What follows belongs to an exercise in optimizing a design on an open flow for small area and a short achievable clock period; a production flow would make more cautious choices.
In this exercise RTL edits were held to simulation tests only and were not proved equivalent to the original.
The flow treats the clock pin as an ideal source, which a real chip does not have.
Power is estimated from default activity; no workload was simulated.

==> flow/design.v (outline; a module is shown in full before it is edited, if it fits) <==
// module basic_pe_array_ws: 40 lines
// module pe_ws_rz: 243 lines
// module pe_ws_rs: 276 lines
// module pe_ws_az: 243 lines
// module pe_ws_as: 276 lines
// module fa_ws: 6 lines
// module ha_ws: 6 lines
// module xnor_ws: 5 lines
// module xor_ws: 5 lines
// module or_ws: 5 lines
module basic_pe_array_ws (clk, reset, a_vec, b_vec, c_vec);
  // ...
==> flow/flow/run.sh <==
#!/bin/bash
set -euo pipefail
export REMOVE_ABC_BUFFERS=1
export BUFFER_PORTS_ARGS="-buffer_cell sky130_fd_sc_hd__buf_1"
SETUP_SLACK_MARGIN=4.5 bash standard.sh cts > flow_cts.log 2>&1
SETUP_SLACK_MARGIN=4.3 bash standard.sh > flow_rest.log 2>&1
==> flow/standard.sh <==
#!/bin/bash
# synth_recipe.tcl (not shown) runs the flow's synth.tcl, then flattens the netlist and writes it again
# the make line also repeats each setting of config.mk as NAME=value (left out here)
make -C /OpenROAD-flow-scripts/flow DESIGN_CONFIG=/design/flow/config.mk WORK_HOME=/design/flow/orfs CLKGATE_MAP_FILE= SYNTH_SCRIPT=/design/flow/synth_recipe.tcl "${@:-finish}"
==> flow/config.mk <==
export PLATFORM = sky130hd
export DESIGN_NAME = basic_pe_array_ws
export DESIGN_NICKNAME = basic_pe_array_ws
export VERILOG_FILES = /design/flow/design.v
export SDC_FILE = /design/flow/constraint.sdc
export NUM_CORES = 4
export LEC_CHECK = 0
export CAP_MARGIN = 20
export CORE_MARGIN = 2
export CORE_UTILIZATION = 60
export SLEW_MARGIN = 20
export SYNTH_HIERARCHICAL = 1
export SYNTH_MINIMUM_KEEP_SIZE = 0
==> flow/constraint.sdc <==
create_clock -name core_clock -period 9.0 [get_ports {clk}]
set_input_delay 1.8000 -clock core_clock [delete_from_list [all_inputs] [get_ports {clk}]]
set_output_delay 1.8000 -clock core_clock [all_outputs]
set_load 0.01 [all_outputs]
==> reports/metrics.yaml, run 1 <==
floorplanning:
  core_um2: 273100
  num_io_pins: 1666
clock_network:
  cts_tree: "done"
  ctsResizeCount: 973
  postCtsSetupRepairBufs: 112
layout:
  drive_gt1_frac: 0.1085
  fin_cells: 22020
  top_regs: "gr.gc.genblk2.genblk1.pe.u.cr: 952 flops, gr.ah: 448 flops, gr.gc.genblk2.pe.u.cr: 119 flops"
  ff_latch_area_um2: 30750
  regMostFlops: "gr.gc.genblk2.genblk1.pe.u.cr"
  design.seq.count: 1536
  fill_cells: 22790
status:
  outcome: "timing/DRC/antenna clean"
routing:
  drtIter0Drc: 9187
  totalWireLength_um: 515700
  via_per_inst: 5.530
  wire_per_inst_um: 23.42
worst_setup_path:
  crit_path_end: "gr[2].gc[1].genblk2.genblk1.pe.u.cr[13]"
  r2r_setup_slack_ns: 4.75
  worstSetupPathType: "in2reg"
  crit_path_top_delay_cell: "fa_1"
  worst_setup_path_end_kind: "register"
sta:
  fmax_mhz: 215.9
  finalSetupViolCount: 0
  tightest_slew_ns: 1.140
grt:
  busiest_layer: "met2"
  grt_overflow_total: 0
pwr:
  seqPwrFrac: 0.227
  p_clk_frac: 0.198
  p_sw_frac: 0.4427
place:
  dp_worst_setup_slack_ns: 2.996
job:
  max_cap_violations: 0
worst_hold_path:
  hold_path_class: "reg2reg"
  hp-start: "gr[6].gc[7].genblk2.genblk1.pe.u.cr[0]"
yosys:
  avgSynthCellArea_um2: 9.496
==> module pe_ws_rz, before the edit <==
module pe_ws_rz (clk, reset, a, b, s, sn, c, cn);
input wire clk, reset;
input wire [7:0] a, b;
input wire [16:0] s, sn;    
output wire [16:0] c, cn;
  wire pp0_0 = ~(a[0] & b[0]);
  wire pp0_1 = ~(a[0] & b[1]);
  wire pp0_2 = ~(a[0] & b[2]);
  wire pp0_3 = ~(a[0] & b[3]);
  wire pp0_4 = ~(a[0] & b[4]);
  wire pp0_5 = ~(a[0] & b[5]);
  wire pp0_6 = ~(a[0] & b[6]);
  wire pp0_7 = ~(a[0] & b[7]);
  wire pp1_0 = ~(a[1] & b[0]);
  wire pp1_1 = ~(a[1] & b[1]);
  wire pp1_2 = ~(a[1] & b[2]);
  wire pp1_3 = ~(a[1] & b[3]);
  wire pp1_4 = ~(a[1] & b[4]);
  wire pp1_5 = ~(a[1] & b[5]);
  wire pp1_6 = ~(a[1] & b[6]);
  wire pp1_7 = ~(a[1] & b[7]);
  wire pp2_0 = ~(a[2] & b[0]);
  wire pp2_1 = ~(a[2] & b[1]);
  wire pp2_2 = ~(a[2] & b[2]);
  wire pp2_3 = ~(a[2] & b[3]);
  wire pp2_4 = ~(a[2] & b[4]);
  wire pp2_5 = ~(a[2] & b[5]);
  wire pp2_6 = ~(a[2] & b[6]);
  wire pp2_7 = ~(a[2] & b[7]);
  wire pp3_0 = ~(a[3] & b[0]);
  wire pp3_1 = ~(a[3] & b[1]);
  wire pp3_2 = ~(a[3] & b[2]);
  wire pp3_3 = ~(a[3] & b[3]);
  wire pp3_4 = ~(a[3] & b[4]);
  wire pp3_5 = ~(a[3] & b[5]);
  wire pp3_6 = ~(a[3] & b[6]);
  wire pp3_7 = ~(a[3] & b[7]);
  wire pp4_0 = ~(a[4] & b[0]);
  wire pp4_1 = ~(a[4] & b[1]);
  wire pp4_2 = ~(a[4] & b[2]);
  wire pp4_3 = ~(a[4] & b[3]);
  wire pp4_4 = ~(a[4] & b[4]);
  wire pp4_5 = ~(a[4] & b[5]);
  wire pp4_6 = ~(a[4] & b[6]);
  wire pp4_7 = ~(a[4] & b[7]);
  wire pp5_0 = ~(a[5] & b[0]);
  wire pp5_1 = ~(a[5] & b[1]);
  wire pp5_2 = ~(a[5] & b[2]);
  wire pp5_3 = ~(a[5] & b[3]);
  wire pp5_4 = ~(a[5] & b[4]);
  wire pp5_5 = ~(a[5] & b[5]);
  wire pp5_6 = ~(a[5] & b[6]);
  wire pp5_7 = ~(a[5] & b[7]);
  wire pp6_0 = ~(a[6] & b[0]);
  wire pp6_1 = ~(a[6] & b[1]);
  wire pp6_2 = ~(a[6] & b[2]);
  wire pp6_3 = ~(a[6] & b[3]);
  wire pp6_4 = ~(a[6] & b[4]);
  wire pp6_5 = ~(a[6] & b[5]);
  wire pp6_6 = ~(a[6] & b[6]);
  wire pp6_7 = ~(a[6] & b[7]);
  wire pp7_0 = ~(a[7] & b[0]);
  wire pp7_1 = ~(a[7] & b[1]);
  wire pp7_2 = ~(a[7] & b[2]);
  wire pp7_3 = ~(a[7] & b[3]);
  wire pp7_4 = ~(a[7] & b[4]);
  wire pp7_5 = ~(a[7] & b[5]);
  wire pp7_6 = ~(a[7] & b[6]);
  wire pp7_7 = ~(a[7] & b[7]);
  wire w1, w2;
  xnor_ws h3 (.a(pp0_6), .b(pp1_5), .y(w1));
  or_ws o3 (.a(pp0_6), .b(pp1_5), .y(w2));
  wire w4, w5;
  fa_ws f6 (.a(pp0_7), .b(pp1_6), .ci(pp2_5), .s(w4), .co(w5));
  wire w7, w8;
  xnor_ws h9 (.a(pp3_4), .b(pp4_3), .y(w7));
  or_ws o9 (.a(pp3_4), .b(pp4_3), .y(w8));
  wire w10, w11;
  fa_ws f12 (.a(pp1_7), .b(pp2_6), .ci(pp3_5), .s(w10), .co(w11));
  wire w13, w14;
  xnor_ws h15 (.a(pp4_4), .b(pp5_3), .y(w13));
  or_ws o15 (.a(pp4_4), .b(pp5_3), .y(w14));
  wire w16, w17;
  fa_ws f18 (.a(pp2_7), .b(pp3_6), .ci(pp4_5), .s(w16), .co(w17));
  wire w19, w20;
  xnor_ws h21 (.a(pp0_4), .b(pp1_3), .y(w19));
  or_ws o21 (.a(pp0_4), .b(pp1_3), .y(w20));
  wire w22, w23;
  fa_ws f24 (.a(pp0_5), .b(pp1_4), .ci(pp2_3), .s(w22), .co(w23));
  wire w25, w26;
  xnor_ws h27 (.a(pp3_2), .b(pp4_1), .y(w25));
  or_ws o27 (.a(pp3_2), .b(pp4_1), .y(w26));
  wire w28, w29;
  fa_ws f30 (.a(pp2_4), .b(pp3_3), .ci(pp4_2), .s(w28), .co(w29));
  wire w31, w32;
  fa_ws f33 (.a(pp5_1), .b(pp6_0), .ci(w1), .s(w31), .co(w32));
  wire w34, w35;
  fa_ws f36 (.a(pp5_2), .b(pp6_1), .ci(pp7_0), .s(w34), .co(w35));
  wire w37, w38;
  fa_ws f39 (.a(w2), .b(w7), .ci(w34), .s(w37), .co(w38));
  wire w40, w41;
  fa_ws f42 (.a(pp6_2), .b(pp7_1), .ci(w8), .s(w40), .co(w41));
  wire w43, w44;
  fa_ws f45 (.a(w13), .b(w5), .ci(w10), .s(w43), .co(w44));
  wire w46, w47;
  fa_ws f48 (.a(pp5_4), .b(pp6_3), .ci(pp7_2), .s(w46), .co(w47));
  wire w49, w50;
  fa_ws f51 (.a(w14), .b(w11), .ci(w16), .s(w49), .co(w50));
  wire w52, w53;
  fa_ws f54 (.a(pp3_7), .b(pp4_6), .ci(pp5_5), .s(w52), .co(w53));
  wire w55, w56;
  fa_ws f57 (.a(pp6_4), .b(pp7_3), .ci(w17), .s(w55), .co(w56));
  wire w58, w59;
  fa_ws f60 (.a(pp4_7), .b(pp5_6), .ci(pp6_5), .s(w58), .co(w59));
  wire w61, w62;
  xnor_ws h63 (.a(pp0_3), .b(pp1_2), .y(w61));
  or_ws o63 (.a(pp0_3), .b(pp1_2), .y(w62));
  wire w64, w65;
  fa_ws f66 (.a(pp2_2), .b(pp3_1), .ci(pp4_0), .s(w64), .co(w65));
  wire w67, w68;
  fa_ws f69 (.a(pp5_0), .b(w20), .ci(w25), .s(w67), .co(w68));
  wire w70, w71;
  fa_ws f72 (.a(w26), .b(w23), .ci(w28), .s(w70), .co(w71));
  wire w73, w74;
  fa_ws f75 (.a(w29), .b(w4), .ci(w32), .s(w73), .co(w74));
  wire w76, w77;
  fa_ws f78 (.a(w35), .b(w40), .ci(w38), .s(w76), .co(w77));
  wire w79, w80;
  fa_ws f81 (.a(w46), .b(w41), .ci(w44), .s(w79), .co(w80));
  wire w82, w83;
  fa_ws f84 (.a(w47), .b(w52), .ci(w50), .s(w82), .co(w83));
  wire w85, w86;
  fa_ws f87 (.a(pp7_4), .b(w53), .ci(w58), .s(w85), .co(w86));
  wire w88, w89;
  fa_ws f90 (.a(pp5_7), .b(pp6_6), .ci(pp7_5), .s(w88), .co(w89));
  wire w91, w92;
  xnor_ws h93 (.a(pp0_2), .b(pp1_1), .y(w91));
  or_ws o93 (.a(pp0_2), .b(pp1_1), .y(w92));
  wire w94, w95;
  fa_ws f96 (.a(pp2_1), .b(pp3_0), .ci(w61), .s(w94), .co(w95));
  wire w97, w98;
  fa_ws f99 (.a(w62), .b(w19), .ci(w64), .s(w97), .co(w98));
  wire w100, w101;
  fa_ws f102 (.a(w65), .b(w22), .ci(w67), .s(w100), .co(w101));
  wire w103, w104;
  fa_ws f105 (.a(w68), .b(w31), .ci(w70), .s(w103), .co(w104));
  wire w106, w107;
  fa_ws f108 (.a(w71), .b(w37), .ci(w73), .s(w106), .co(w107));
  wire w109, w110;
  fa_ws f111 (.a(w43), .b(w74), .ci(w76), .s(w109), .co(w110));
  wire w112, w113;
  fa_ws f114 (.a(w49), .b(w77), .ci(w79), .s(w112), .co(w113));
  wire w115, w116;
  fa_ws f117 (.a(w55), .b(w80), .ci(w82), .s(w115), .co(w116));
  wire w118, w119;
  fa_ws f120 (.a(w56), .b(w85), .ci(w83), .s(w118), .co(w119));
  wire w121, w122;
  fa_ws f123 (.a(w59), .b(w88), .ci(w86), .s(w121), .co(w122));
  wire w124, w125;
  fa_ws f126 (.a(pp6_7), .b(pp7_6), .ci(w89), .s(w124), .co(w125));
  wire w127, w128;
  xnor_ws h129 (.a(pp0_1), .b(pp1_0), .y(w127));
  or_ws o129 (.a(pp0_1), .b(pp1_0), .y(w128));
  wire w130, w131;
  fa_ws f132 (.a(pp2_0), .b(w128), .ci(w91), .s(w130), .co(w131));
  wire w133, w134;
  fa_ws f135 (.a(w92), .b(w131), .ci(w94), .s(w133), .co(w134));
  wire w136, w137;
  fa_ws f138 (.a(w95), .b(w97), .ci(w134), .s(w136), .co(w137));
  wire [11:0] n0 = {1'b1, 1'b1, pp7_7, w124, w121, w116, w113, w110, w107, w104, w101, w98};
  wire [11:0] n1 = {1'b1, 1'b1, w125, w122, w119, w118, w115, w112, w109, w106, w103, w100};
  wire [11:0] sumn_g = n0 & n1;
  wire [11:0] sumn_p;
  xor_ws sumn_px0 (.a(n0[0]), .b(n1[0]), .y(sumn_p[0]));
  xor_ws sumn_px1 (.a(n0[1]), .b(n1[1]), .y(sumn_p[1]));
  xor_ws sumn_px2 (.a(n0[2]), .b(n1[2]), .y(sumn_p[2]));
  xor_ws sumn_px3 (.a(n0[3]), .b(n1[3]), .y(sumn_p[3]));
  xor_ws sumn_px4 (.a(n0[4]), .b(n1[4]), .y(sumn_p[4]));
  xor_ws sumn_px5 (.a(n0[5]), .b(n1[5]), .y(sumn_p[5]));
  xor_ws sumn_px6 (.a(n0[6]), .b(n1[6]), .y(sumn_p[6]));
  xor_ws sumn_px7 (.a(n0[7]), .b(n1[7]), .y(sumn_p[7]));
  xor_ws sumn_px8 (.a(n0[8]), .b(n1[8]), .y(sumn_p[8]));
  xor_ws sumn_px9 (.a(n0[9]), .b(n1[9]), .y(sumn_p[9]));
  xor_ws sumn_px10 (.a(n0[10]), .b(n1[10]), .y(sumn_p[10]));
  xor_ws sumn_px11 (.a(n0[11]), .b(n1[11]), .y(sumn_p[11]));
  wire sumn_G1 = sumn_g[0] | (sumn_p[0] & w137);
  wire sumn_P1 = sumn_p[0] & 1'b0;
  wire sumn_G2 = sumn_g[2] | (sumn_p[2] & sumn_g[1]);
  wire sumn_P2 = sumn_p[2] & sumn_p[1];
  wire sumn_G3 = sumn_g[4] | (sumn_p[4] & sumn_g[3]);
  wire sumn_P3 = sumn_p[4] & sumn_p[3];
  wire sumn_G4 = sumn_g[6] | (sumn_p[6] & sumn_g[5]);
  wire sumn_P4 = sumn_p[6] & sumn_p[5];
  wire sumn_G5 = sumn_g[8] | (sumn_p[8] & sumn_g[7]);
  wire sumn_P5 = sumn_p[8] & sumn_p[7];
  wire sumn_G6 = sumn_g[10] | (sumn_p[10] & sumn_g[9]);
  wire sumn_P6 = sumn_p[10] & sumn_p[9];
  wire sumn_G7 = sumn_G2 | (sumn_P2 & sumn_G1);
  wire sumn_P7 = sumn_P2 & sumn_P1;
  wire sumn_G8 = sumn_G4 | (sumn_P4 & sumn_G3);
  wire sumn_P8 = sumn_P4 & sumn_P3;
  wire sumn_G9 = sumn_G6 | (sumn_P6 & sumn_G5);
  wire sumn_P9 = sumn_P6 & sumn_P5;
  wire sumn_G10 = sumn_G8 | (sumn_P8 & sumn_G7);
  wire sumn_P10 = sumn_P8 & sumn_P7;
  wire sumn_G11 = sumn_G9 | (sumn_P9 & sumn_G10);
  wire sumn_P11 = sumn_P9 & sumn_P10;
  wire sumn_G12 = sumn_G3 | (sumn_P3 & sumn_G7);
  wire sumn_P12 = sumn_P3 & sumn_P7;
  wire sumn_G13 = sumn_G5 | (sumn_P5 & sumn_G10);
  wire sumn_P13 = sumn_P5 & sumn_P10;
  wire sumn_G14 = sumn_g[1] | (sumn_p[1] & sumn_G1);
  wire sumn_P14 = sumn_p[1] & sumn_P1;
  wire sumn_G15 = sumn_g[3] | (sumn_p[3] & sumn_G7);
  wire sumn_P15 = sumn_p[3] & sumn_P7;
  wire sumn_G16 = sumn_g[5] | (sumn_p[5] & sumn_G12);
  wire sumn_P16 = sumn_p[5] & sumn_P12;
  wire sumn_G17 = sumn_g[7] | (sumn_p[7] & sumn_G10);
  wire sumn_P17 = sumn_p[7] & sumn_P10;
  wire sumn_G18 = sumn_g[9] | (sumn_p[9] & sumn_G13);
  wire sumn_P18 = sumn_p[9] & sumn_P13;
  wire [11:0] sumn;
  xor_ws sumn_sx0 (.a(sumn_p[0]), .b(w137), .y(sumn[0]));
  xor_ws sumn_sx1 (.a(sumn_p[1]), .b(sumn_G1), .y(sumn[1]));
  xor_ws sumn_sx2 (.a(sumn_p[2]), .b(sumn_G14), .y(sumn[2]));
  xor_ws sumn_sx3 (.a(sumn_p[3]), .b(sumn_G7), .y(sumn[3]));
  xor_ws sumn_sx4 (.a(sumn_p[4]), .b(sumn_G15), .y(sumn[4]));
  xor_ws sumn_sx5 (.a(sumn_p[5]), .b(sumn_G12), .y(sumn[5]));
  xor_ws sumn_sx6 (.a(sumn_p[6]), .b(sumn_G16), .y(sumn[6]));
  xor_ws sumn_sx7 (.a(sumn_p[7]), .b(sumn_G10), .y(sumn[7]));
  xor_ws sumn_sx8 (.a(sumn_p[8]), .b(sumn_G17), .y(sumn[8]));
  xor_ws sumn_sx9 (.a(sumn_p[9]), .b(sumn_G13), .y(sumn[9]));
  xor_ws sumn_sx10 (.a(sumn_p[10]), .b(sumn_G18), .y(sumn[10]));
  xor_ws sumn_sx11 (.a(sumn_p[11]), .b(sumn_G11), .y(sumn[11]));
  wire [16:0] sum = {~sumn, ~w136, ~w133, ~w130, ~w127, ~pp0_0};
  reg [16:0] cr;
  always @(posedge clk) begin
    if (reset) cr <= 0;
    else cr <= sum;
  end
  assign c = cr;
  assign cn = ~cr;
endmodule
==> module pe_ws_rs, before the edit <==
module pe_ws_rs (clk, reset, a, b, s, sn, c, cn);
input wire clk, reset;
input wire [7:0] a, b;
input wire [16:0] s, sn;    
output wire [16:0] c, cn;
  wire pp0_0 = ~(a[0] & b[0]);
  wire pp0_1 = ~(a[0] & b[1]);
  wire pp0_2 = ~(a[0] & b[2]);
  wire pp0_3 = ~(a[0] & b[3]);
  wire pp0_4 = ~(a[0] & b[4]);
  wire pp0_5 = ~(a[0] & b[5]);
  wire pp0_6 = ~(a[0] & b[6]);
  wire pp0_7 = ~(a[0] & b[7]);
  wire pp1_0 = ~(a[1] & b[0]);
  wire pp1_1 = ~(a[1] & b[1]);
  wire pp1_2 = ~(a[1] & b[2]);
  wire pp1_3 = ~(a[1] & b[3]);
  wire pp1_4 = ~(a[1] & b[4]);
  wire pp1_5 = ~(a[1] & b[5]);
  wire pp1_6 = ~(a[1] & b[6]);
  wire pp1_7 = ~(a[1] & b[7]);
  wire pp2_0 = ~(a[2] & b[0]);
  wire pp2_1 = ~(a[2] & b[1]);
  wire pp2_2 = ~(a[2] & b[2]);
  wire pp2_3 = ~(a[2] & b[3]);
  wire pp2_4 = ~(a[2] & b[4]);
  wire pp2_5 = ~(a[2] & b[5]);
  wire pp2_6 = ~(a[2] & b[6]);
  wire pp2_7 = ~(a[2] & b[7]);
  wire pp3_0 = ~(a[3] & b[0]);
  wire pp3_1 = ~(a[3] & b[1]);
  wire pp3_2 = ~(a[3] & b[2]);
  wire pp3_3 = ~(a[3] & b[3]);
  wire pp3_4 = ~(a[3] & b[4]);
  wire pp3_5 = ~(a[3] & b[5]);
  wire pp3_6 = ~(a[3] & b[6]);
  wire pp3_7 = ~(a[3] & b[7]);
  wire pp4_0 = ~(a[4] & b[0]);
  wire pp4_1 = ~(a[4] & b[1]);
  wire pp4_2 = ~(a[4] & b[2]);
  wire pp4_3 = ~(a[4] & b[3]);
  wire pp4_4 = ~(a[4] & b[4]);
  wire pp4_5 = ~(a[4] & b[5]);
  wire pp4_6 = ~(a[4] & b[6]);
  wire pp4_7 = ~(a[4] & b[7]);
  wire pp5_0 = ~(a[5] & b[0]);
  wire pp5_1 = ~(a[5] & b[1]);
  wire pp5_2 = ~(a[5] & b[2]);
  wire pp5_3 = ~(a[5] & b[3]);
  wire pp5_4 = ~(a[5] & b[4]);
  wire pp5_5 = ~(a[5] & b[5]);
  wire pp5_6 = ~(a[5] & b[6]);
  wire pp5_7 = ~(a[5] & b[7]);
  wire pp6_0 = ~(a[6] & b[0]);
  wire pp6_1 = ~(a[6] & b[1]);
  wire pp6_2 = ~(a[6] & b[2]);
  wire pp6_3 = ~(a[6] & b[3]);
  wire pp6_4 = ~(a[6] & b[4]);
  wire pp6_5 = ~(a[6] & b[5]);
  wire pp6_6 = ~(a[6] & b[6]);
  wire pp6_7 = ~(a[6] & b[7]);
  wire pp7_0 = ~(a[7] & b[0]);
  wire pp7_1 = ~(a[7] & b[1]);
  wire pp7_2 = ~(a[7] & b[2]);
  wire pp7_3 = ~(a[7] & b[3]);
  wire pp7_4 = ~(a[7] & b[4]);
  wire pp7_5 = ~(a[7] & b[5]);
  wire pp7_6 = ~(a[7] & b[6]);
  wire pp7_7 = ~(a[7] & b[7]);
  wire w1, w2;
  xnor_ws h3 (.a(sn[5]), .b(pp0_5), .y(w1));
  or_ws o3 (.a(sn[5]), .b(pp0_5), .y(w2));
  wire w4, w5;
  fa_ws f6 (.a(sn[6]), .b(pp0_6), .ci(pp1_5), .s(w4), .co(w5));
  wire w7, w8;
  xnor_ws h9 (.a(pp2_4), .b(pp3_3), .y(w7));
  or_ws o9 (.a(pp2_4), .b(pp3_3), .y(w8));
  wire w10, w11;
  fa_ws f12 (.a(sn[7]), .b(pp0_7), .ci(pp1_6), .s(w10), .co(w11));
  wire w13, w14;
  fa_ws f15 (.a(pp2_5), .b(pp3_4), .ci(pp4_3), .s(w13), .co(w14));
  wire w16, w17;
  xnor_ws h18 (.a(pp5_2), .b(pp6_1), .y(w16));
  or_ws o18 (.a(pp5_2), .b(pp6_1), .y(w17));
  wire w19, w20;
  fa_ws f21 (.a(sn[8]), .b(pp1_7), .ci(pp2_6), .s(w19), .co(w20));
  wire w22, w23;
  fa_ws f24 (.a(pp3_5), .b(pp4_4), .ci(pp5_3), .s(w22), .co(w23));
  wire w25, w26;
  xnor_ws h27 (.a(pp6_2), .b(pp7_1), .y(w25));
  or_ws o27 (.a(pp6_2), .b(pp7_1), .y(w26));
  wire w28, w29;
  fa_ws f30 (.a(sn[9]), .b(pp2_7), .ci(pp3_6), .s(w28), .co(w29));
  wire w31, w32;
  fa_ws f33 (.a(pp4_5), .b(pp5_4), .ci(pp6_3), .s(w31), .co(w32));
  wire w34, w35;
  fa_ws f36 (.a(sn[10]), .b(pp3_7), .ci(pp4_6), .s(w34), .co(w35));
  wire w37, w38;
  xnor_ws h39 (.a(sn[3]), .b(pp0_3), .y(w37));
  or_ws o39 (.a(sn[3]), .b(pp0_3), .y(w38));
  wire w40, w41;
  fa_ws f42 (.a(sn[4]), .b(pp0_4), .ci(pp1_3), .s(w40), .co(w41));
  wire w43, w44;
  xnor_ws h45 (.a(pp2_2), .b(pp3_1), .y(w43));
  or_ws o45 (.a(pp2_2), .b(pp3_1), .y(w44));
  wire w46, w47;
  fa_ws f48 (.a(pp1_4), .b(pp2_3), .ci(pp3_2), .s(w46), .co(w47));
  wire w49, w50;
  fa_ws f51 (.a(pp4_1), .b(pp5_0), .ci(w1), .s(w49), .co(w50));
  wire w52, w53;
  fa_ws f54 (.a(pp4_2), .b(pp5_1), .ci(pp6_0), .s(w52), .co(w53));
  wire w55, w56;
  fa_ws f57 (.a(w2), .b(w7), .ci(w4), .s(w55), .co(w56));
  wire w58, w59;
  fa_ws f60 (.a(pp7_0), .b(w8), .ci(w16), .s(w58), .co(w59));
  wire w61, w62;
  fa_ws f63 (.a(w5), .b(w10), .ci(w13), .s(w61), .co(w62));
  wire w64, w65;
  fa_ws f66 (.a(w17), .b(w25), .ci(w11), .s(w64), .co(w65));
  wire w67, w68;
  fa_ws f69 (.a(w14), .b(w19), .ci(w22), .s(w67), .co(w68));
  wire w70, w71;
  fa_ws f72 (.a(pp7_2), .b(w26), .ci(w20), .s(w70), .co(w71));
  wire w73, w74;
  fa_ws f75 (.a(w23), .b(w28), .ci(w31), .s(w73), .co(w74));
  wire w76, w77;
  fa_ws f78 (.a(pp5_5), .b(pp6_4), .ci(pp7_3), .s(w76), .co(w77));
  wire w79, w80;
  fa_ws f81 (.a(w29), .b(w32), .ci(w34), .s(w79), .co(w80));
  wire w82, w83;
  fa_ws f84 (.a(sn[11]), .b(pp4_7), .ci(pp5_6), .s(w82), .co(w83));
  wire w85, w86;
  fa_ws f87 (.a(pp6_5), .b(pp7_4), .ci(w35), .s(w85), .co(w86));
  wire w88, w89;
  fa_ws f90 (.a(sn[12]), .b(pp5_7), .ci(pp6_6), .s(w88), .co(w89));
  wire w91, w92;
  xnor_ws h93 (.a(sn[2]), .b(pp0_2), .y(w91));
  or_ws o93 (.a(sn[2]), .b(pp0_2), .y(w92));
  wire w94, w95;
  fa_ws f96 (.a(pp1_2), .b(pp2_1), .ci(pp3_0), .s(w94), .co(w95));
  wire w97, w98;
  fa_ws f99 (.a(pp4_0), .b(w38), .ci(w43), .s(w97), .co(w98));
  wire w100, w101;
  fa_ws f102 (.a(w44), .b(w41), .ci(w46), .s(w100), .co(w101));
  wire w103, w104;
  fa_ws f105 (.a(w47), .b(w52), .ci(w50), .s(w103), .co(w104));
  wire w106, w107;
  fa_ws f108 (.a(w53), .b(w58), .ci(w56), .s(w106), .co(w107));
  wire w109, w110;
  fa_ws f111 (.a(w59), .b(w62), .ci(w64), .s(w109), .co(w110));
  wire w112, w113;
  fa_ws f114 (.a(w65), .b(w68), .ci(w70), .s(w112), .co(w113));
  wire w115, w116;
  fa_ws f117 (.a(w76), .b(w71), .ci(w74), .s(w115), .co(w116));
  wire w118, w119;
  fa_ws f120 (.a(w77), .b(w82), .ci(w80), .s(w118), .co(w119));
  wire w121, w122;
  fa_ws f123 (.a(pp7_5), .b(w83), .ci(w88), .s(w121), .co(w122));
  wire w124, w125;
  fa_ws f126 (.a(sn[13]), .b(pp6_7), .ci(pp7_6), .s(w124), .co(w125));
  wire w127, w128;
  xnor_ws h129 (.a(sn[1]), .b(pp0_1), .y(w127));
  or_ws o129 (.a(sn[1]), .b(pp0_1), .y(w128));
  wire w130, w131;
  fa_ws f132 (.a(pp1_1), .b(pp2_0), .ci(w91), .s(w130), .co(w131));
  wire w133, w134;
  fa_ws f135 (.a(w92), .b(w37), .ci(w94), .s(w133), .co(w134));
  wire w136, w137;
  fa_ws f138 (.a(w95), .b(w40), .ci(w97), .s(w136), .co(w137));
  wire w139, w140;
  fa_ws f141 (.a(w98), .b(w49), .ci(w100), .s(w139), .co(w140));
  wire w142, w143;
  fa_ws f144 (.a(w101), .b(w55), .ci(w103), .s(w142), .co(w143));
  wire w145, w146;
  fa_ws f147 (.a(w61), .b(w104), .ci(w106), .s(w145), .co(w146));
  wire w148, w149;
  fa_ws f150 (.a(w67), .b(w107), .ci(w109), .s(w148), .co(w149));
  wire w151, w152;
  fa_ws f153 (.a(w73), .b(w110), .ci(w112), .s(w151), .co(w152));
  wire w154, w155;
  fa_ws f156 (.a(w79), .b(w113), .ci(w115), .s(w154), .co(w155));
  wire w157, w158;
  fa_ws f159 (.a(w85), .b(w116), .ci(w118), .s(w157), .co(w158));
  wire w160, w161;
  fa_ws f162 (.a(w86), .b(w121), .ci(w119), .s(w160), .co(w161));
  wire w163, w164;
  fa_ws f165 (.a(w89), .b(w124), .ci(w122), .s(w163), .co(w164));
  wire w166, w167;
  fa_ws f168 (.a(sn[14]), .b(pp7_7), .ci(w125), .s(w166), .co(w167));
  wire w169, w170;
  xnor_ws h171 (.a(sn[0]), .b(pp0_0), .y(w169));
  or_ws o171 (.a(sn[0]), .b(pp0_0), .y(w170));
  wire w172, w173;
  fa_ws f174 (.a(pp1_0), .b(w170), .ci(w127), .s(w172), .co(w173));
  wire w175, w176;
  fa_ws f177 (.a(w128), .b(w173), .ci(w130), .s(w175), .co(w176));
  wire w178, w179;
  fa_ws f180 (.a(w131), .b(w133), .ci(w176), .s(w178), .co(w179));
  wire [12:0] n0 = {sn[16], sn[15], w166, w163, w158, w155, w152, w149, w146, w143, w140, w137, w134};
  wire [12:0] n1 = {1'b1, w167, w164, w161, w160, w157, w154, w151, w148, w145, w142, w139, w136};
  wire [12:0] sumn_g = n0 & n1;
  wire [12:0] sumn_p;
  xor_ws sumn_px0 (.a(n0[0]), .b(n1[0]), .y(sumn_p[0]));
  xor_ws sumn_px1 (.a(n0[1]), .b(n1[1]), .y(sumn_p[1]));
  xor_ws sumn_px2 (.a(n0[2]), .b(n1[2]), .y(sumn_p[2]));
  xor_ws sumn_px3 (.a(n0[3]), .b(n1[3]), .y(sumn_p[3]));
  xor_ws sumn_px4 (.a(n0[4]), .b(n1[4]), .y(sumn_p[4]));
  xor_ws sumn_px5 (.a(n0[5]), .b(n1[5]), .y(sumn_p[5]));
  xor_ws sumn_px6 (.a(n0[6]), .b(n1[6]), .y(sumn_p[6]));
  xor_ws sumn_px7 (.a(n0[7]), .b(n1[7]), .y(sumn_p[7]));
  xor_ws sumn_px8 (.a(n0[8]), .b(n1[8]), .y(sumn_p[8]));
  xor_ws sumn_px9 (.a(n0[9]), .b(n1[9]), .y(sumn_p[9]));
  xor_ws sumn_px10 (.a(n0[10]), .b(n1[10]), .y(sumn_p[10]));
  xor_ws sumn_px11 (.a(n0[11]), .b(n1[11]), .y(sumn_p[11]));
  xor_ws sumn_px12 (.a(n0[12]), .b(n1[12]), .y(sumn_p[12]));
  wire sumn_G1 = sumn_g[0] | (sumn_p[0] & w179);
  wire sumn_P1 = sumn_p[0] & 1'b0;
  wire sumn_G2 = sumn_g[2] | (sumn_p[2] & sumn_g[1]);
  wire sumn_P2 = sumn_p[2] & sumn_p[1];
  wire sumn_G3 = sumn_g[4] | (sumn_p[4] & sumn_g[3]);
  wire sumn_P3 = sumn_p[4] & sumn_p[3];
  wire sumn_G4 = sumn_g[6] | (sumn_p[6] & sumn_g[5]);
  wire sumn_P4 = sumn_p[6] & sumn_p[5];
  wire sumn_G5 = sumn_g[8] | (sumn_p[8] & sumn_g[7]);
  wire sumn_P5 = sumn_p[8] & sumn_p[7];
  wire sumn_G6 = sumn_g[10] | (sumn_p[10] & sumn_g[9]);
  wire sumn_P6 = sumn_p[10] & sumn_p[9];
  wire sumn_G7 = sumn_G2 | (sumn_P2 & sumn_G1);
  wire sumn_P7 = sumn_P2 & sumn_P1;
  wire sumn_G8 = sumn_G4 | (sumn_P4 & sumn_G3);
  wire sumn_P8 = sumn_P4 & sumn_P3;
  wire sumn_G9 = sumn_G6 | (sumn_P6 & sumn_G5);
  wire sumn_P9 = sumn_P6 & sumn_P5;
  wire sumn_G10 = sumn_G8 | (sumn_P8 & sumn_G7);
  wire sumn_P10 = sumn_P8 & sumn_P7;
  wire sumn_G11 = sumn_G9 | (sumn_P9 & sumn_G10);
  wire sumn_P11 = sumn_P9 & sumn_P10;
  wire sumn_G12 = sumn_G3 | (sumn_P3 & sumn_G7);
  wire sumn_P12 = sumn_P3 & sumn_P7;
  wire sumn_G13 = sumn_G5 | (sumn_P5 & sumn_G10);
  wire sumn_P13 = sumn_P5 & sumn_P10;
  wire sumn_G14 = sumn_g[1] | (sumn_p[1] & sumn_G1);
  wire sumn_P14 = sumn_p[1] & sumn_P1;
  wire sumn_G15 = sumn_g[3] | (sumn_p[3] & sumn_G7);
  wire sumn_P15 = sumn_p[3] & sumn_P7;
  wire sumn_G16 = sumn_g[5] | (sumn_p[5] & sumn_G12);
  wire sumn_P16 = sumn_p[5] & sumn_P12;
  wire sumn_G17 = sumn_g[7] | (sumn_p[7] & sumn_G10);
  wire sumn_P17 = sumn_p[7] & sumn_P10;
  wire sumn_G18 = sumn_g[9] | (sumn_p[9] & sumn_G13);
  wire sumn_P18 = sumn_p[9] & sumn_P13;
  wire sumn_G19 = sumn_g[11] | (sumn_p[11] & sumn_G11);
  wire sumn_P19 = sumn_p[11] & sumn_P11;
  wire [12:0] sumn;
  xor_ws sumn_sx0 (.a(sumn_p[0]), .b(w179), .y(sumn[0]));
  xor_ws sumn_sx1 (.a(sumn_p[1]), .b(sumn_G1), .y(sumn[1]));
  xor_ws sumn_sx2 (.a(sumn_p[2]), .b(sumn_G14), .y(sumn[2]));
  xor_ws sumn_sx3 (.a(sumn_p[3]), .b(sumn_G7), .y(sumn[3]));
  xor_ws sumn_sx4 (.a(sumn_p[4]), .b(sumn_G15), .y(sumn[4]));
  xor_ws sumn_sx5 (.a(sumn_p[5]), .b(sumn_G12), .y(sumn[5]));
  xor_ws sumn_sx6 (.a(sumn_p[6]), .b(sumn_G16), .y(sumn[6]));
  xor_ws sumn_sx7 (.a(sumn_p[7]), .b(sumn_G10), .y(sumn[7]));
  xor_ws sumn_sx8 (.a(sumn_p[8]), .b(sumn_G17), .y(sumn[8]));
  xor_ws sumn_sx9 (.a(sumn_p[9]), .b(sumn_G13), .y(sumn[9]));
  xor_ws sumn_sx10 (.a(sumn_p[10]), .b(sumn_G18), .y(sumn[10]));
  xor_ws sumn_sx11 (.a(sumn_p[11]), .b(sumn_G11), .y(sumn[11]));
  xor_ws sumn_sx12 (.a(sumn_p[12]), .b(sumn_G19), .y(sumn[12]));
  wire [16:0] sum = {~sumn, ~w178, ~w175, ~w172, ~w169};
  reg [16:0] cr;
  always @(posedge clk) begin
    if (reset) cr <= 0;
    else cr <= sum;
  end
  assign c = cr;
  assign cn = ~cr;
endmodule
==> inputs of run 2 (changes only) <==
--- a/flow/design.v
+++ b/flow/design.v
@@ -207,10 +207,12 @@
   fa_ws f135 (.a(w92), .b(w131), .ci(w94), .s(w133), .co(w134));
   wire w136, w137;
   fa_ws f138 (.a(w95), .b(w97), .ci(w134), .s(w136), .co(w137));
-  wire [11:0] n0 = {1'b1, 1'b1, pp7_7, w124, w121, w116, w113, w110, w107, w104, w101, w98};
-  wire [11:0] n1 = {1'b1, 1'b1, w125, w122, w119, w118, w115, w112, w109, w106, w103, w100};
-  wire [11:0] sumn_g = n0 & n1;
-  wire [11:0] sumn_p;
+  wire w139, w140;
+  fa_ws f141 (.a(w98), .b(w100), .ci(w137), .s(w139), .co(w140));
+  wire [10:0] n0 = {1'b1, 1'b1, pp7_7, w124, w121, w116, w113, w110, w107, w104, w101};
+  wire [10:0] n1 = {1'b1, 1'b1, w125, w122, w119, w118, w115, w112, w109, w106, w103};
+  wire [10:0] sumn_g = n0 & n1;
+  wire [10:0] sumn_p;
   xor_ws sumn_px0 (.a(n0[0]), .b(n1[0]), .y(sumn_p[0]));
   xor_ws sumn_px1 (.a(n0[1]), .b(n1[1]), .y(sumn_p[1]));
   xor_ws sumn_px2 (.a(n0[2]), .b(n1[2]), .y(sumn_p[2]));
@@ -222,8 +224,7 @@
   xor_ws sumn_px8 (.a(n0[8]), .b(n1[8]), .y(sumn_p[8]));
   xor_ws sumn_px9 (.a(n0[9]), .b(n1[9]), .y(sumn_p[9]));
   xor_ws sumn_px10 (.a(n0[10]), .b(n1[10]), .y(sumn_p[10]));
-  xor_ws sumn_px11 (.a(n0[11]), .b(n1[11]), .y(sumn_p[11]));
-  wire sumn_G1 = sumn_g[0] | (sumn_p[0] & w137);
+  wire sumn_G1 = sumn_g[0] | (sumn_p[0] & w140);
   wire sumn_P1 = sumn_p[0] & 1'b0;
   wire sumn_G2 = sumn_g[2] | (sumn_p[2] & sumn_g[1]);
   wire sumn_P2 = sumn_p[2] & sumn_p[1];
@@ -233,53 +234,46 @@
   wire sumn_P4 = sumn_p[6] & sumn_p[5];
   wire sumn_G5 = sumn_g[8] | (sumn_p[8] & sumn_g[7]);
   wire sumn_P5 = sumn_p[8] & sumn_p[7];
-  wire sumn_G6 = sumn_g[10] | (sumn_p[10] & sumn_g[9]);
-  wire sumn_P6 = sumn_p[10] & sumn_p[9];
-  wire sumn_G7 = sumn_G2 | (sumn_P2 & sumn_G1);
-  wire sumn_P7 = sumn_P2 & sumn_P1;
-  wire sumn_G8 = sumn_G4 | (sumn_P4 & sumn_G3);
-  wire sumn_P8 = sumn_P4 & sumn_P3;
-  wire sumn_G9 = sumn_G6 | (sumn_P6 & sumn_G5);
-  wire sumn_P9 = sumn_P6 & sumn_P5;
-  wire sumn_G10 = sumn_G8 | (sumn_P8 & sumn_G7);
-  wire sumn_P10 = sumn_P8 & sumn_P7;
-  wire sumn_G11 = sumn_G9 | (sumn_P9 & sumn_G10);
-  wire sumn_P11 = sumn_P9 & sumn_P10;
-  wire sumn_G12 = sumn_G3 | (sumn_P3 & sumn_G7);
-  wire sumn_P12 = sumn_P3 & sumn_P7;
-  wire sumn_G13 = sumn_G5 | (sumn_P5 & sumn_G10);
-  wire sumn_P13 = sumn_P5 & sumn_P10;
-  wire sumn_G14 = sumn_g[1] | (sumn_p[1] & sumn_G1);
-  wire sumn_P14 = sumn_p[1] & sumn_P1;
-  wire sumn_G15 = sumn_g[3] | (sumn_p[3] & sumn_G7);
-  wire sumn_P15 = sumn_p[3] & sumn_P7;
-  wire sumn_G16 = sumn_g[5] | (sumn_p[5] & sumn_G12);
-  wire sumn_P16 = sumn_p[5] & sumn_P12;
-  wire sumn_G17 = sumn_g[7] | (sumn_p[7] & sumn_G10);
-  wire sumn_P17 = sumn_p[7] & sumn_P10;
-  wire sumn_G18 = sumn_g[9] | (sumn_p[9] & sumn_G13);
-  wire sumn_P18 = sumn_p[9] & sumn_P13;
-  wire [11:0] sumn;
-  xor_ws sumn_sx0 (.a(sumn_p[0]), .b(w137), .y(sumn[0]));
+  wire sumn_G6 = sumn_G2 | (sumn_P2 & sumn_G1);
+  wire sumn_P6 = sumn_P2 & sumn_P1;
+  wire sumn_G7 = sumn_G4 | (sumn_P4 & sumn_G3);
+  wire sumn_P7 = sumn_P4 & sumn_P3;
+  wire sumn_G8 = sumn_G7 | (sumn_P7 & sumn_G6);
+  wire sumn_P8 = sumn_P7 & sumn_P6;
+  wire sumn_G9 = sumn_G3 | (sumn_P3 & sumn_G6);
+  wire sumn_P9 = sumn_P3 & sumn_P6;
+  wire sumn_G10 = sumn_G5 | (sumn_P5 & sumn_G8);
+  wire sumn_P10 = sumn_P5 & sumn_P8;
+  wire sumn_G11 = sumn_g[1] | (sumn_p[1] & sumn_G1);
+  wire sumn_P11 = sumn_p[1] & sumn_P1;
+  wire sumn_G12 = sumn_g[3] | (sumn_p[3] & sumn_G6);
+  wire sumn_P12 = sumn_p[3] & sumn_P6;
+  wire sumn_G13 = sumn_g[5] | (sumn_p[5] & sumn_G9);
+  wire sumn_P13 = sumn_p[5] & sumn_P9;
+  wire sumn_G14 = sumn_g[7] | (sumn_p[7] & sumn_G8);
+  wire sumn_P14 = sumn_p[7] & sumn_P8;
+  wire sumn_G15 = sumn_g[9] | (sumn_p[9] & sumn_G10);
+  wire sumn_P15 = sumn_p[9] & sumn_P10;
+  wire [10:0] sumn;
+  xor_ws sumn_sx0 (.a(sumn_p[0]), .b(w140), .y(sumn[0]));
   xor_ws sumn_sx1 (.a(sumn_p[1]), .b(sumn_G1), .y(sumn[1]));
-  xor_ws sumn_sx2 (.a(sumn_p[2]), .b(sumn_G14), .y(sumn[2]));
-  xor_ws sumn_sx3 (.a(sumn_p[3]), .b(sumn_G7), .y(sumn[3]));
-  xor_ws sumn_sx4 (.a(sumn_p[4]), .b(sumn_G15), .y(sumn[4]));
-  xor_ws sumn_sx5 (.a(sumn_p[5]), .b(sumn_G12), .y(sumn[5]));
-  xor_ws sumn_sx6 (.a(sumn_p[6]), .b(sumn_G16), .y(sumn[6]));
-  xor_ws sumn_sx7 (.a(sumn_p[7]), .b(sumn_G10), .y(sumn[7]));
-  xor_ws sumn_sx8 (.a(sumn_p[8]), .b(sumn_G17), .y(sumn[8]));
-  xor_ws sumn_sx9 (.a(sumn_p[9]), .b(sumn_G13), .y(sumn[9]));
-  xor_ws sumn_sx10 (.a(sumn_p[10]), .b(sumn_G18), .y(sumn[10]));
-  xor_ws sumn_sx11 (.a(sumn_p[11]), .b(sumn_G11), .y(sumn[11]));
-  wire [16:0] sum = {~sumn, ~w136, ~w133, ~w130, ~w127, ~pp0_0};
-  reg [16:0] cr;
+  xor_ws sumn_sx2 (.a(sumn_p[2]), .b(sumn_G11), .y(sumn[2]));
+  xor_ws sumn_sx3 (.a(sumn_p[3]), .b(sumn_G6), .y(sumn[3]));
+  xor_ws sumn_sx4 (.a(sumn_p[4]), .b(sumn_G12), .y(sumn[4]));
+  xor_ws sumn_sx5 (.a(sumn_p[5]), .b(sumn_G9), .y(sumn[5]));
+  xor_ws sumn_sx6 (.a(sumn_p[6]), .b(sumn_G13), .y(sumn[6]));
+  xor_ws sumn_sx7 (.a(sumn_p[7]), .b(sumn_G8), .y(sumn[7]));
+  xor_ws sumn_sx8 (.a(sumn_p[8]), .b(sumn_G14), .y(sumn[8]));
+  xor_ws sumn_sx9 (.a(sumn_p[9]), .b(sumn_G10), .y(sumn[9]));
+  xor_ws sumn_sx10 (.a(sumn_p[10]), .b(sumn_G15), .y(sumn[10]));
+  wire [16:0] sum = {~sumn, ~w139, ~w136, ~w133, ~w130, ~w127, ~pp0_0};
+  reg [15:0] cr;
   always @(posedge clk) begin
     if (reset) cr <= 0;
-    else cr <= sum;
+    else cr <= sum[15:0];
   end
-  assign c = cr;
-  assign cn = ~cr;
+  assign c = {1'b0, cr};
+  assign cn = ~c;
 endmodule
 module pe_ws_rs (clk, reset, a, b, s, sn, c, cn);
 input wire clk, reset;
@@ -479,10 +473,12 @@
   fa_ws f177 (.a(w128), .b(w173), .ci(w130), .s(w175), .co(w176));
   wire w178, w179;
   fa_ws f180 (.a(w131), .b(w133), .ci(w176), .s(w178), .co(w179));
-  wire [12:0] n0 = {sn[16], sn[15], w166, w163, w158, w155, w152, w149, w146, w143, w140, w137, w134};
-  wire [12:0] n1 = {1'b1, w167, w164, w161, w160, w157, w154, w151, w148, w145, w142, w139, w136};
-  wire [12:0] sumn_g = n0 & n1;
-  wire [12:0] sumn_p;
+  wire w181, w182;
+  fa_ws f183 (.a(w134), .b(w136), .ci(w179), .s(w181), .co(w182));
+  wire [11:0] n0 = {sn[16], sn[15], w166, w163, w158, w155, w152, w149, w146, w143, w140, w137};
+  wire [11:0] n1 = {1'b1, w167, w164, w161, w160, w157, w154, w151, w148, w145, w142, w139};
+  wire [11:0] sumn_g = n0 & n1;
+  wire [11:0] sumn_p;
   xor_ws sumn_px0 (.a(n0[0]), .b(n1[0]), .y(sumn_p[0]));
   xor_ws sumn_px1 (.a(n0[1]), .b(n1[1]), .y(sumn_p[1]));
   xor_ws sumn_px2 (.a(n0[2]), .b(n1[2]), .y(sumn_p[2]));
@@ -495,8 +491,7 @@
   xor_ws sumn_px9 (.a(n0[9]), .b(n1[9]), .y(sumn_p[9]));
   xor_ws sumn_px10 (.a(n0[10]), .b(n1[10]), .y(sumn_p[10]));
   xor_ws sumn_px11 (.a(n0[11]), .b(n1[11]), .y(sumn_p[11]));
-  xor_ws sumn_px12 (.a(n0[12]), .b(n1[12]), .y(sumn_p[12]));
-  wire sumn_G1 = sumn_g[0] | (sumn_p[0] & w179);
+  wire sumn_G1 = sumn_g[0] | (sumn_p[0] & w182);
   wire sumn_P1 = sumn_p[0] & 1'b0;
   wire sumn_G2 = sumn_g[2] | (sumn_p[2] & sumn_g[1]);
   wire sumn_P2 = sumn_p[2] & sumn_p[1];
@@ -532,10 +527,8 @@
   wire sumn_P17 = sumn_p[7] & sumn_P10;
   wire sumn_G18 = sumn_g[9] | (sumn_p[9] & sumn_G13);
   wire sumn_P18 = sumn_p[9] & sumn_P13;
-  wire sumn_G19 = sumn_g[11] | (sumn_p[11] & sumn_G11);
-  wire sumn_P19 = sumn_p[11] & sumn_P11;
-  wire [12:0] sumn;
-  xor_ws sumn_sx0 (.a(sumn_p[0]), .b(w179), .y(sumn[0]));
+  wire [11:0] sumn;
+  xor_ws sumn_sx0 (.a(sumn_p[0]), .b(w182), .y(sumn[0]));
   xor_ws sumn_sx1 (.a(sumn_p[1]), .b(sumn_G1), .y(sumn[1]));
   xor_ws sumn_sx2 (.a(sumn_p[2]), .b(sumn_G14), .y(sumn[2]));
   xor_ws sumn_sx3 (.a(sumn_p[3]), .b(sumn_G7), .y(sumn[3]));
@@ -547,8 +540,7 @@
   xor_ws sumn_sx9 (.a(sumn_p[9]), .b(sumn_G13), .y(sumn[9]));
   xor_ws sumn_sx10 (.a(sumn_p[10]), .b(sumn_G18), .y(sumn[10]));
   xor_ws sumn_sx11 (.a(sumn_p[11]), .b(sumn_G11), .y(sumn[11]));
-  xor_ws sumn_sx12 (.a(sumn_p[12]), .b(sumn_G19), .y(sumn[12]));
-  wire [16:0] sum = {~sumn, ~w178, ~w175, ~w172, ~w169};
+  wire [16:0] sum = {~sumn, ~w181, ~w178, ~w175, ~w172, ~w169};
   reg [16:0] cr;
   always @(posedge clk) begin
     if (reset) cr <= 0;
@@ -726,10 +718,12 @@
   fa_ws f135 (.a(w92), .b(w131), .ci(w94), .s(w133), .co(w134));
   wire w136, w137;
   fa_ws f138 (.a(w95), .b(w97), .ci(w134), .s(w136), .co(w137));
-  wire [11:0] n0 = {1'b1, 1'b1, pp7_7, w124, w121, w116, w113, w110, w107, w104, w101, w98};
-  wire [11:0] n1 = {1'b1, 1'b1, w125, w122, w119, w118, w115, w112, w109, w106, w103, w100};
-  wire [11:0] sumn_g = n0 & n1;
-  wire [11:0] sumn_p;
+  wire w139, w140;
+  fa_ws f141 (.a(w98), .b(w100), .ci(w137), .s(w139), .co(w140));
+  wire [10:0] n0 = {1'b1, 1'b1, pp7_7, w124, w121, w116, w113, w110, w107, w104, w101};
+  wire [10:0] n1 = {1'b1, 1'b1, w125, w122, w119, w118, w115, w112, w109, w106, w103};
+  wire [10:0] sumn_g = n0 & n1;
+  wire [10:0] sumn_p;
   xor_ws sumn_px0 (.a(n0[0]), .b(n1[0]), .y(sumn_p[0]));
   xor_ws sumn_px1 (.a(n0[1]), .b(n1[1]), .y(sumn_p[1]));
   xor_ws sumn_px2 (.a(n0[2]), .b(n1[2]), .y(sumn_p[2]));
@@ -741,8 +735,7 @@
   xor_ws sumn_px8 (.a(n0[8]), .b(n1[8]), .y(sumn_p[8]));
   xor_ws sumn_px9 (.a(n0[9]), .b(n1[9]), .y(sumn_p[9]));
   xor_ws sumn_px10 (.a(n0[10]), .b(n1[10]), .y(sumn_p[10]));
-  xor_ws sumn_px11 (.a(n0[11]), .b(n1[11]), .y(sumn_p[11]));
-  wire sumn_G1 = sumn_g[0] | (sumn_p[0] & w137);
+  wire sumn_G1 = sumn_g[0] | (sumn_p[0] & w140);
   wire sumn_P1 = sumn_p[0] & 1'b0;
   wire sumn_G2 = sumn_g[2] | (sumn_p[2] & sumn_g[1]);
   wire sumn_P2 = sumn_p[2] & sumn_p[1];
@@ -752,53 +745,46 @@
   wire sumn_P4 = sumn_p[6] & sumn_p[5];
   wire sumn_G5 = sumn_g[8] | (sumn_p[8] & sumn_g[7]);
   wire sumn_P5 = sumn_p[8] & sumn_p[7];
-  wire sumn_G6 = sumn_g[10] | (sumn_p[10] & sumn_g[9]);
-  wire sumn_P6 = sumn_p[10] & sumn_p[9];
-  wire sumn_G7 = sumn_G2 | (sumn_P2 & sumn_G1);
-  wire sumn_P7 = sumn_P2 & sumn_P1;
-  wire sumn_G8 = sumn_G4 | (sumn_P4 & sumn_G3);
-  wire sumn_P8 = sumn_P4 & sumn_P3;
-  wire sumn_G9 = sumn_G6 | (sumn_P6 & sumn_G5);
-  wire sumn_P9 = sumn_P6 & sumn_P5;
-  wire sumn_G10 = sumn_G8 | (sumn_P8 & sumn_G7);
-  wire sumn_P10 = sumn_P8 & sumn_P7;
-  wire sumn_G11 = sumn_G9 | (sumn_P9 & sumn_G10);
-  wire sumn_P11 = sumn_P9 & sumn_P10;
-  wire sumn_G12 = sumn_G3 | (sumn_P3 & sumn_G7);
-  wire sumn_P12 = sumn_P3 & sumn_P7;
-  wire sumn_G13 = sumn_G5 | (sumn_P5 & sumn_G10);
-  wire sumn_P13 = sumn_P5 & sumn_P10;
-  wire sumn_G14 = sumn_g[1] | (sumn_p[1] & sumn_G1);
-  wire sumn_P14 = sumn_p[1] & sumn_P1;
-  wire sumn_G15 = sumn_g[3] | (sumn_p[3] & sumn_G7);
-  wire sumn_P15 = sumn_p[3] & sumn_P7;
-  wire sumn_G16 = sumn_g[5] | (sumn_p[5] & sumn_G12);
-  wire sumn_P16 = sumn_p[5] & sumn_P12;
-  wire sumn_G17 = sumn_g[7] | (sumn_p[7] & sumn_G10);
-  wire sumn_P17 = sumn_p[7] & sumn_P10;
-  wire sumn_G18 = sumn_g[9] | (sumn_p[9] & sumn_G13);
-  wire sumn_P18 = sumn_p[9] & sumn_P13;
-  wire [11:0] sumn;
-  xor_ws sumn_sx0 (.a(sumn_p[0]), .b(w137), .y(sumn[0]));
+  wire sumn_G6 = sumn_G2 | (sumn_P2 & sumn_G1);
+  wire sumn_P6 = sumn_P2 & sumn_P1;
+  wire sumn_G7 = sumn_G4 | (sumn_P4 & sumn_G3);
+  wire sumn_P7 = sumn_P4 & sumn_P3;
+  wire sumn_G8 = sumn_G7 | (sumn_P7 & sumn_G6);
+  wire sumn_P8 = sumn_P7 & sumn_P6;
+  wire sumn_G9 = sumn_G3 | (sumn_P3 & sumn_G6);
+  wire sumn_P9 = sumn_P3 & sumn_P6;
+  wire sumn_G10 = sumn_G5 | (sumn_P5 & sumn_G8);
+  wire sumn_P10 = sumn_P5 & sumn_P8;
+  wire sumn_G11 = sumn_g[1] | (sumn_p[1] & sumn_G1);
+  wire sumn_P11 = sumn_p[1] & sumn_P1;
+  wire sumn_G12 = sumn_g[3] | (sumn_p[3] & sumn_G6);
+  wire sumn_P12 = sumn_p[3] & sumn_P6;
+  wire sumn_G13 = sumn_g[5] | (sumn_p[5] & sumn_G9);
+  wire sumn_P13 = sumn_p[5] & sumn_P9;
+  wire sumn_G14 = sumn_g[7] | (sumn_p[7] & sumn_G8);
+  wire sumn_P14 = sumn_p[7] & sumn_P8;
+  wire sumn_G15 = sumn_g[9] | (sumn_p[9] & sumn_G10);
+  wire sumn_P15 = sumn_p[9] & sumn_P10;
+  wire [10:0] sumn;
+  xor_ws sumn_sx0 (.a(sumn_p[0]), .b(w140), .y(sumn[0]));
   xor_ws sumn_sx1 (.a(sumn_p[1]), .b(sumn_G1), .y(sumn[1]));
-  xor_ws sumn_sx2 (.a(sumn_p[2]), .b(sumn_G14), .y(sumn[2]));
-  xor_ws sumn_sx3 (.a(sumn_p[3]), .b(sumn_G7), .y(sumn[3]));
-  xor_ws sumn_sx4 (.a(sumn_p[4]), .b(sumn_G15), .y(sumn[4]));
-  xor_ws sumn_sx5 (.a(sumn_p[5]), .b(sumn_G12), .y(sumn[5]));
-  xor_ws sumn_sx6 (.a(sumn_p[6]), .b(sumn_G16), .y(sumn[6]));
-  xor_ws sumn_sx7 (.a(sumn_p[7]), .b(sumn_G10), .y(sumn[7]));
-  xor_ws sumn_sx8 (.a(sumn_p[8]), .b(sumn_G17), .y(sumn[8]));
-  xor_ws sumn_sx9 (.a(sumn_p[9]), .b(sumn_G13), .y(sumn[9]));
-  xor_ws sumn_sx10 (.a(sumn_p[10]), .b(sumn_G18), .y(sumn[10]));
-  xor_ws sumn_sx11 (.a(sumn_p[11]), .b(sumn_G11), .y(sumn[11]));
-  wire [16:0] sum = {~sumn, ~w136, ~w133, ~w130, ~w127, ~pp0_0};
-  reg [16:0] cr;
+  xor_ws sumn_sx2 (.a(sumn_p[2]), .b(sumn_G11), .y(sumn[2]));
+  xor_ws sumn_sx3 (.a(sumn_p[3]), .b(sumn_G6), .y(sumn[3]));
+  xor_ws sumn_sx4 (.a(sumn_p[4]), .b(sumn_G12), .y(sumn[4]));
+  xor_ws sumn_sx5 (.a(sumn_p[5]), .b(sumn_G9), .y(sumn[5]));
+  xor_ws sumn_sx6 (.a(sumn_p[6]), .b(sumn_G13), .y(sumn[6]));
+  xor_ws sumn_sx7 (.a(sumn_p[7]), .b(sumn_G8), .y(sumn[7]));
+  xor_ws sumn_sx8 (.a(sumn_p[8]), .b(sumn_G14), .y(sumn[8]));
+  xor_ws sumn_sx9 (.a(sumn_p[9]), .b(sumn_G10), .y(sumn[9]));
+  xor_ws sumn_sx10 (.a(sumn_p[10]), .b(sumn_G15), .y(sumn[10]));
+  wire [16:0] sum = {~sumn, ~w139, ~w136, ~w133, ~w130, ~w127, ~pp0_0};
+  reg [15:0] cr;
   always @(posedge clk) begin
     if (reset) cr <= 0;
-    else cr <= sum;
+    else cr <= sum[15:0];
   end
-  assign c = cr;
-  assign cn = ~cr;
+  assign c = {1'b0, cr};
+  assign cn = ~c;
 endmodule
 module pe_ws_as (clk, reset, a, b, s, sn, c, cn);
 input wire clk, reset;
@@ -998,10 +984,12 @@
   fa_ws f177 (.a(w128), .b(w173), .ci(w130), .s(w175), .co(w176));
   wire w178, w179;
   fa_ws f180 (.a(w131), .b(w133), .ci(w176), .s(w178), .co(w179));
-  wire [12:0] n0 = {sn[16], sn[15], w166, w163, w158, w155, w152, w149, w146, w143, w140, w137, w134};
-  wire [12:0] n1 = {1'b1, w167, w164, w161, w160, w157, w154, w151, w148, w145, w142, w139, w136};
-  wire [12:0] sumn_g = n0 & n1;
-  wire [12:0] sumn_p;
+  wire w181, w182;
+  fa_ws f183 (.a(w134), .b(w136), .ci(w179), .s(w181), .co(w182));
+  wire [11:0] n0 = {sn[16], sn[15], w166, w163, w158, w155, w152, w149, w146, w143, w140, w137};
+  wire [11:0] n1 = {1'b1, w167, w164, w161, w160, w157, w154, w151, w148, w145, w142, w139};
+  wire [11:0] sumn_g = n0 & n1;
+  wire [11:0] sumn_p;
   xor_ws sumn_px0 (.a(n0[0]), .b(n1[0]), .y(sumn_p[0]));
   xor_ws sumn_px1 (.a(n0[1]), .b(n1[1]), .y(sumn_p[1]));
   xor_ws sumn_px2 (.a(n0[2]), .b(n1[2]), .y(sumn_p[2]));
@@ -1014,8 +1002,7 @@
   xor_ws sumn_px9 (.a(n0[9]), .b(n1[9]), .y(sumn_p[9]));
   xor_ws sumn_px10 (.a(n0[10]), .b(n1[10]), .y(sumn_p[10]));
   xor_ws sumn_px11 (.a(n0[11]), .b(n1[11]), .y(sumn_p[11]));
-  xor_ws sumn_px12 (.a(n0[12]), .b(n1[12]), .y(sumn_p[12]));
-  wire sumn_G1 = sumn_g[0] | (sumn_p[0] & w179);
+  wire sumn_G1 = sumn_g[0] | (sumn_p[0] & w182);
   wire sumn_P1 = sumn_p[0] & 1'b0;
   wire sumn_G2 = sumn_g[2] | (sumn_p[2] & sumn_g[1]);
   wire sumn_P2 = sumn_p[2] & sumn_p[1];
@@ -1051,10 +1038,8 @@
   wire sumn_P17 = sumn_p[7] & sumn_P10;
   wire sumn_G18 = sumn_g[9] | (sumn_p[9] & sumn_G13);
   wire sumn_P18 = sumn_p[9] & sumn_P13;
-  wire sumn_G19 = sumn_g[11] | (sumn_p[11] & sumn_G11);
-  wire sumn_P19 = sumn_p[11] & sumn_P11;
-  wire [12:0] sumn;
-  xor_ws sumn_sx0 (.a(sumn_p[0]), .b(w179), .y(sumn[0]));
+  wire [11:0] sumn;
+  xor_ws sumn_sx0 (.a(sumn_p[0]), .b(w182), .y(sumn[0]));
   xor_ws sumn_sx1 (.a(sumn_p[1]), .b(sumn_G1), .y(sumn[1]));
   xor_ws sumn_sx2 (.a(sumn_p[2]), .b(sumn_G14), .y(sumn[2]));
   xor_ws sumn_sx3 (.a(sumn_p[3]), .b(sumn_G7), .y(sumn[3]));
@@ -1066,8 +1051,7 @@
   xor_ws sumn_sx9 (.a(sumn_p[9]), .b(sumn_G13), .y(sumn[9]));
   xor_ws sumn_sx10 (.a(sumn_p[10]), .b(sumn_G18), .y(sumn[10]));
   xor_ws sumn_sx11 (.a(sumn_p[11]), .b(sumn_G11), .y(sumn[11]));
-  xor_ws sumn_sx12 (.a(sumn_p[12]), .b(sumn_G19), .y(sumn[12]));
-  wire [16:0] sum = {~sumn, ~w178, ~w175, ~w172, ~w169};
+  wire [16:0] sum = {~sumn, ~w181, ~w178, ~w175, ~w172, ~w169};
   reg [16:0] cr;
   always @(posedge clk) begin
     if (reset) cr <= 0;
==> reports/metrics.yaml, run 2 <==
worst_setup_path:
  startpoint_type: "input port"
  crit_fanout: 8
  worst_setup_path_end_kind: "register"
  cpPeakStageDelay_ns: 0.67
  r2r_setup_slack_ns: 4.71  # -0.04 ns
  crit_family: "adder cells"
  cp.required_ns: 9.74
  reg2reg_from: "gr[2].gc[5].genblk2.genblk1.pe.u.cr[6]"
  r2r_cells: 13
  critPathMostFrequentCell: "fa_1"
  crit_path_top_delay_cell: "fa_1"
  r2r-end: "gr[3].gc[5].genblk2.genblk1.pe.u.cr[15]"
  crit_buf_inv: 1
  worstPathCellList: "buf_2, nand2_1, fa_1, fa_1, fa_1, fa_1, xor2_2, a32oi_2, o21a_1, o211ai_2, a22o_1, xor2_1, nor2_1"
  arrival_ns: 5.40
  worstSetupPathType: "in2reg"
routing:
  drtPass1Iterations: 6
  via_per_inst: 5.476  # -0.98%
  wire_per_inst_um: 23.77  # +1.5%
  drc: 0
  dr_total_vias: 117600
  ant_nets: 0
  totalWireLength_um: 510700  # -0.96%
  drtIter0Drc: 8811  # -4.1%
sta:
  slew_viol_final: 0
  fmax_mhz: 214.9  # -0.46%
  rsz0062_at_grt: "yes"
  setup_ws_ns: 4.347
  timing.setup.tns_ns: 0
  finalSetupViolCount: 0  # unchanged
  relSlewSlack: 0.2906
  hold_ws_ns: 0.5614
  skew_ns: 0.03657
  timing.final.crit_share: 0.5170
  min_period_ns: 4.653
  hold_viol: 0
  tightest_slew_ns: 1.064  # -0.07623 ns
status:
  outcome: "timing/DRC/antenna clean"
clock_network:
  numCtsBuffers: 192
  cts-root-buf: "clkbuf_16"
  clk_pin_slew_ns: 0.06
  clock_latency_ns: 0.91
  cts_max_level: 4
  holdBufCountCts: 0
  cts_tree: "done"
  clkSinkCount: 1528
  clockBufferDepth: 4
layout:
  fill_cells: 22300  # -2.1%
  regMostFlops: "gr.gc.genblk2.genblk1.pe.u.cr"
  top_regs: "gr.gc.genblk2.genblk1.pe.u.cr: 945 flops, gr.ah: 448 flops, gr.gc.genblk2.pe.u.cr: 119 flops"
  drive_gt1_frac: 0.1050  # -0.003496
  final_nets: 21470
  largest_reg_flops: 945
  final_util: 0.6655
  mostFrequentLayoutCells: "4355 x nand2_1, 3136 x fa_1, 1528 x dfxtp_1, 1310 x xor2_1, 1125 x nor2_1"
  area_growth_pct: 10.56
  final_common_cell: "nand2_1"
grt:
  grt_overflow_total: 0  # unchanged
  grt_pass1_vias: 118700
  antenna_found_initial: 224
  grt_pass1_wl_um: 757600
  grtUsageTotal: 0.3740
  grt_max_degree: 174
pwr:
  worst_ir_drop_vdd_mv: 0.2008
  power_leakage_nw: 47.29
  power.density_nw_per_um2: 214.5
  power_mw: 38.18
place:
  gp_congestion: 1.003
  dp_worst_setup_slack_ns: 3.134  # +0.1382 ns
  dp_hpwl_um: 425500
  io_buffers: 1657
yosys:
  ys_warn_count: 27
  synth_area_um2: 161000
  synth_cells: 16870
  avgSynthCellArea_um2: 9.545  # +0.52%
job:
  max_cap_violations: 0  # unchanged
floorplanning:
  num_rows: 190
  core_um2: 267400  # -2.1%
  die_w_um: 522.0
  die_h_um: 522.0
  num_io_pins: 1666  # unchanged
  dieArea_um2: 272500
  start_util: 0.6020
worst_hold_path:
  hp-start: "gr[5].gc[3].genblk2.genblk1.pe.u.cr[0]"
  hold_path_class: "reg2reg"
  worstHoldPathCells: 3
  hold_path_end: "gr[6].gc[3].genblk2.genblk1.pe.u.cr[0]"
run 2: cell count changes in the layout (fill, tap and decap cells not counted), sizes merged, moves of 72 or more:
cell	delta
a32oi	+112
xor2	-144
a31oi	-176
a32o	-120
nand3	+72
run 2: tightest hold or removal path, stage by stage (launching register included):
cell and delay [ns]:
dfxtp_1 0.31, inv_1 0.07, xnor2_1 0.06, nor2_1 0.08
run 2: report_power, final:
group	total, mW	switching, mW	internal [mW]
Sequential	9.12	1.18	7.93
Clock	8.13	3.29	4.84
Combinational	20.9	12.2	8.77
run 2: through the flow:
| step | std cells | cell area [um2] |
|---|---|---|
| after floorplan | 15660 | 156100 |
| after global routing | 21440 | 177900 |
| after detailed placement | 20890 | 167000 |
| after global placement | 20890 | 167000 |
| final | 21480 | 178000 |
| after CTS | 21310 | 176000 |
run 2: cell type report:
cell class,instances,area [um2],share of cell area
clock inverters,94,1179,0.006622
inverters,1024,3844,0.02160
diodes,119,297.8,0.001673
multi-input cells,13110,123700,0.6952
flip-flops and latches,1528,30590,0.1719
clock buffers,247,5335,0.02998
repair buffers,1807,8569,0.04815
well taps,3552,4444,0.02497
run 2: layer usage:
metal  GRT usage  routed length [um]
met1      0.4731              195100
met2      0.5267              214300
met4      0.2625               40200
met5           0                 726
met3      0.1442               60440
run 2: how the worst max path moves through the flow:
stage | startpoint | endpoint | slack, ns | depth (start not counted)
after floorplan | b_vec[374] | gr[2].gc[1].genblk2.genblk1.pe.u.cr[16] | 3.95 | 13
after global placement | b_vec[149] | gr[5].gc[5].genblk2.genblk1.pe.u.cr[16] | 3.17 | 13
after detailed placement | a_vec[48] | gr[1].gc[0].genblk2.pe.u.cr[15] | 3.13 | 13
after CTS | b_vec[30] | gr[7].gc[4].genblk2.genblk1.pe.u.cr[16] | 4.49 | 14
after global routing | b_vec[295] | gr[3].gc[3].genblk2.genblk1.pe.u.cr[15] | 4.20 | 13
final | b_vec[295] | gr[3].gc[3].genblk2.genblk1.pe.u.cr[15] | 4.35 | 13
run 2: what timing repair did:
item / 4_1_cts / 5_1_grt
hold endpoints to repair: 0 / 0
setup buffers: 73 / 58
resized for setup: 806 / 277
pin swaps: 108 / 139
setup endpoints to repair: 397 / 172

re-timing with driven ports:
The results above use ideal ports. As a check the final layouts listed here were re-extracted and re-timed, cells and wires unchanged.
Step 1, drivers: a clkbuf_16 drives clk and a buf_2 each remaining input, both assumed.
Step 2, shift: input delay + t, output delay - t, t = (earliest + latest rising clock arrival at the registers) / 2. This alone moves slack from input paths to output paths.
Three values: ideal, step 1, step 2; two values: the first two.
| run | shift t [ns] | slack for setup (ns) | worst hold slack (ns) | worst setup path at the end |
|---|---|---|---|---|
| run 1 | 0.987 | 4.369 / 4.239 / 3.252 | 0.566 / 0.566 / 0.566 | input to register |
| run 2 | 0.990 | 4.347 / 4.260 / 3.270 | 0.561 / 0.561 / 0.561 | input to register |
After both steps every run listed still meets setup and hold. The setup slack of run 1, which loses most, moves by -0.130 ns with the drivers and by -1.117 ns with both steps.
